Background: an optimization exercise with open tools, aiming at small area. Do not read the settings as production practice.
Function was checked by simulation only, so behaviour that the tests miss may differ from the original.
Power is estimated from default activity; no workload was simulated.

## run 1
Design Tetris, start of the top module:
module Tetris(
    input wire        Clk_In,
    input wire        Rotate,
    input wire        Left,
    input wire        Right,
    input wire        Down,
    input wire        Pause,
    input wire        Rst,
    output wire [7:0] RGB,
    output wire       Hsync,
    output wire       Vsync
    );
For scale: about 3400 cells after synthesis, about 0.024 sq mm of cells after synthesis.
clock: 20.0 ns
lec_check: 0
abc_area: 1
cap_margin: 30
cell_pad_in_sites_detail_placement: 1
cell_pad_in_sites_global_placement: 2
core_margin: 2
core_utilization: 28
gpl_timing_driven: 0
place_density: 0.55
slew_margin: 30
synth_memory_max_bits: 65536
standard.sh (not shown) runs the stock make flow with config.mk's settings and CLKGATE_MAP_FILE= SYNTH_SCRIPT=/design/flow/synth_recipe.tcl, a recipe that flattens the netlist after the stock synthesis.
==> flow/flow/run.sh <==
#!/bin/bash
# Own layout flow: the standard flow (standard.sh) with four changes.
#  1. The ABC script that maps the synthesised logic to standard cells is an
#     area-oriented one (flow/abc_area.script) instead of ORFS's.
#  2. Clock tree synthesis builds fewer, larger sink clusters and inserts no
#     dummy loads (CTS_ARGS below).
#  3. The port buffers are buf_2 cells (BUFFER_PORTS_ARGS below).
#  4. Synthesis does not map adders to half/full-adder cells
#     (ADDER_MAP_FILE empty), so ABC optimises that logic with the rest.
# Everything else (synthesis passes, register names and cells, floorplan,
# power grid, placement, routing) is the standard flow's.  The make output
# goes to flow_make.log; ORFS keeps each step's log under orfs/logs/.
set -euo pipefail
W=$(pwd)
cat > "$W/own_synth.tcl" <<TCL
# The standard flow's synthesis script (synth_recipe.tcl), with ABC's -script replaced
proc abc {args} {
  set i [lsearch -exact \$args -script]
  if {\$i >= 0} { lset args [expr {\$i + 1}] {$W/flow/abc_area.script} }
  yosys abc {*}\$args
}
source {$W/synth_recipe.tcl}
TCL
sed "s#SYNTH_SCRIPT=[^ ]*#SYNTH_SCRIPT=$W/own_synth.tcl#" "$W/standard.sh" > "$W/own_standard.sh"
grep -q "SYNTH_SCRIPT=$W/own_synth.tcl" "$W/own_standard.sh"
CTS="-sink_clustering_enable -repair_clock_nets -sink_clustering_size 24"
CTS="$CTS -sink_clustering_max_diameter 70 -buf_list sky130_fd_sc_hd__clkbuf_16"
CTS="$CTS -dont_use_dummy_load"
PORTS="-inputs -outputs -buffer_cell sky130_fd_sc_hd__buf_2"
bash "$W/own_standard.sh" "CTS_ARGS=$CTS" "BUFFER_PORTS_ARGS=$PORTS" ADDER_MAP_FILE= finish \
  > "$W/flow_make.log" 2>&1
==> flow/flow/abc_area.script <==
strash
dc2
balance
rewrite
refactor
balance
rewrite
rewrite -z
balance
refactor -z
rewrite -z
balance
dc2
amap
topo
> inputs changed (run 1 -> run 2)
Settings: SLEW_MARGIN now 10, was 30; CAP_MARGIN now 10, was 30.
--- a/flow/flow/run.sh
+++ b/flow/flow/run.sh
@@ -3,3 +3,4 @@
 #  1. The ABC script that maps the synthesised logic to standard cells is an
-#     area-oriented one (flow/abc_area.script) instead of ORFS's.
+#     area-oriented one (flow/abc_area.script) instead of ORFS's, and does not
+#     use the weakest (_0) cells.
 #  2. Clock tree synthesis builds fewer, larger sink clusters and inserts no
@@ -19,2 +20,5 @@
   if {\$i >= 0} { lset args [expr {\$i + 1}] {$W/flow/abc_area.script} }
+  foreach c {a2111oi_0 a21boi_0 and2_0 o21ai_0 o311ai_0 or2_0} {
+    lappend args -dont_use sky130_fd_sc_hd__\$c
+  }
   yosys abc {*}\$args
Findings:
The run showing the greater reported leakage power is run 1. Going from run 1 to run 2, final worst clock skew moved up, count of non-CTS inverters in the layout moved up, via count of the first global-routing pass moved up. Lower worst path arrival time goes to run 1 over run 2. In run 2 the implementation completed, yet the final layout does not meet the checks, the culprit being max-capacitance violations, max-slew violations.
The inputs of run 3 differ from those of run 2 as listed below.
Settings: SLEW_MARGIN changed from 10 to 15; CAP_MARGIN changed from 10 to 15.
--- a/flow/flow/run.sh
+++ b/flow/flow/run.sh
@@ -29,4 +29,4 @@
 grep -q "SYNTH_SCRIPT=$W/own_synth.tcl" "$W/own_standard.sh"
-CTS="-sink_clustering_enable -repair_clock_nets -sink_clustering_size 24"
-CTS="$CTS -sink_clustering_max_diameter 70 -buf_list sky130_fd_sc_hd__clkbuf_16"
+CTS="-sink_clustering_enable -repair_clock_nets -sink_clustering_size 20"
+CTS="$CTS -sink_clustering_max_diameter 60 -buf_list sky130_fd_sc_hd__clkbuf_8"
 CTS="$CTS -dont_use_dummy_load"
## What came out
- Comparing run 3 and run 2, the lower latest clock arrival within the worst-skew pair was measured on run 2.
- Global-route wire length before repair in run 3 vs run 2: up 0.52%
- | net switching fraction of the power | run 3 vs run 2 | 2.0 points higher |
- c2.typ[2]$_SDFFE_PP0P_ as the worst setup path endpoint was reported by run 3, and c2.G[154]$_DFF_P_ by run 2.
- Lower number of clock buffers in the layout was reported by run 2, not run 3.
- Via count: lower on run 2
- Run 3: all stages done; final checks FAILED (max-capacitance violations).
- Compared with run 2, run 3 degrades setup slack.
Input-level comparison between run 4 and run 3:
Settings: changing CAP_MARGIN from 15 to 5; changing SLEW_MARGIN from 15 to 5.
--- a/flow/flow/run.sh
+++ b/flow/flow/run.sh
@@ -29,4 +29,4 @@
 grep -q "SYNTH_SCRIPT=$W/own_synth.tcl" "$W/own_standard.sh"
-CTS="-sink_clustering_enable -repair_clock_nets -sink_clustering_size 20"
-CTS="$CTS -sink_clustering_max_diameter 60 -buf_list sky130_fd_sc_hd__clkbuf_8"
+CTS="-sink_clustering_enable -repair_clock_nets -sink_clustering_size 24"
+CTS="$CTS -sink_clustering_max_diameter 70 -buf_list sky130_fd_sc_hd__clkbuf_16"
 CTS="$CTS -dont_use_dummy_load"
--- outcome ---
Between run 3 and run 4, the ratio of routed vias to standard cells figures differ only marginally.
Changes observed in run 4 relative to run 3: total power higher, fraction of the cycle the final worst path needs roughly the same.
From the logs: run 4 reached the end of the flow and failed the layout checks with max-capacitance violations, max-slew violations.
Inputs modified between run 4 and run 5:
Settings: CAP_MARGIN: 5 -> 20; SLEW_MARGIN: 5 -> 20.
--- a/flow/flow/run.sh
+++ b/flow/flow/run.sh
@@ -29,4 +29,4 @@
 grep -q "SYNTH_SCRIPT=$W/own_synth.tcl" "$W/own_standard.sh"
-CTS="-sink_clustering_enable -repair_clock_nets -sink_clustering_size 24"
-CTS="$CTS -sink_clustering_max_diameter 70 -buf_list sky130_fd_sc_hd__clkbuf_16"
+CTS="-sink_clustering_enable -repair_clock_nets -sink_clustering_size 20"
+CTS="$CTS -sink_clustering_max_diameter 60 -buf_list sky130_fd_sc_hd__clkbuf_8"
 CTS="$CTS -dont_use_dummy_load"
On pre-CTS setup slack: between run 4 and run 5, it ends up lower for run 5. Looking at estimated wirelength of the detail-placed design, run 5 sits 1.4 mm higher than run 4 does. Run 5 finished end to end and its layout was clean on timing, DRC and antenna. ~same delay of the slowest critical-path stage in run 4 and run 5. met2 routing resource usage after global routing is lower on run 4. Diff run 4 -> run 5: via count did not really move; count of input and output buffers did not really move. Comparing run 4 with run 5, the global-route wire length before repair came out essentially unchanged. From run 4 to run 5 the numbers moved as follows: leakage power of the design now smaller; cell area comparable.
### run 5 -> run 6
Settings: changing CAP_MARGIN from 20 to 30; changing SLEW_MARGIN from 20 to 30.
--- a/flow/flow/run.sh
+++ b/flow/flow/run.sh
@@ -29,4 +29,4 @@
 grep -q "SYNTH_SCRIPT=$W/own_synth.tcl" "$W/own_standard.sh"
-CTS="-sink_clustering_enable -repair_clock_nets -sink_clustering_size 20"
-CTS="$CTS -sink_clustering_max_diameter 60 -buf_list sky130_fd_sc_hd__clkbuf_8"
+CTS="-sink_clustering_enable -repair_clock_nets -sink_clustering_size 24"
+CTS="$CTS -sink_clustering_max_diameter 70 -buf_list sky130_fd_sc_hd__clkbuf_16"
 CTS="$CTS -dont_use_dummy_load"
[summary]
Slew of the pin with the lowest slew margin in run 6 is 0.16 ns below run 5. Worst-case headroom to the max-slew limit was higher in the run labelled run 6. Sort run 5 and run 6 by sequential share of layout area, descending, and run 5 comes first. Between run 5 and run 6, the combinational power share is higher for run 5. The maximum clock frequency of run 6 is higher than that of run 5. Run 6 vs run 5: time the final worst path needs with I/O delays and setup down in run 6. Static leakage was lower in run 5 than in run 6.

[re-timing with driven ports]
Ports are ideal in the flow. The routed layouts listed here were re-timed in OpenROAD.
Step 1 sets driving cells, clkbuf_16 on the clock port and buf_2 on the other inputs (assumed; they add their load-dependent delay and slew).
Step 2 times the ports against the registers' clock, not the clock port: input delays grow and output delays shrink by t, the midpoint of the rising clock arrivals with the driver on.
Three values: no drivers, after step 1, after step 2; two values: the first two.
run	t, ns	slack for setup (ns)	worst data-port slew with drivers (ns)
run 1	0.688	7.977 / 7.977 / 7.828	0.26
run 2	0.664	7.062 / 7.062 / 6.844	0.27
run 3	0.710	6.940 / 6.940 / 6.895	0.26
run 4	0.688	6.955 / 6.955 / 6.876	0.29
run 5	0.723	6.509 / 6.509 / 6.396	0.28
run 6	0.683	8.021 / 8.021 / 8.021	0.27
For run 2, which loses most, drivers alone change the setup slack by 0.000 ns; drivers and shift together by -0.218 ns.
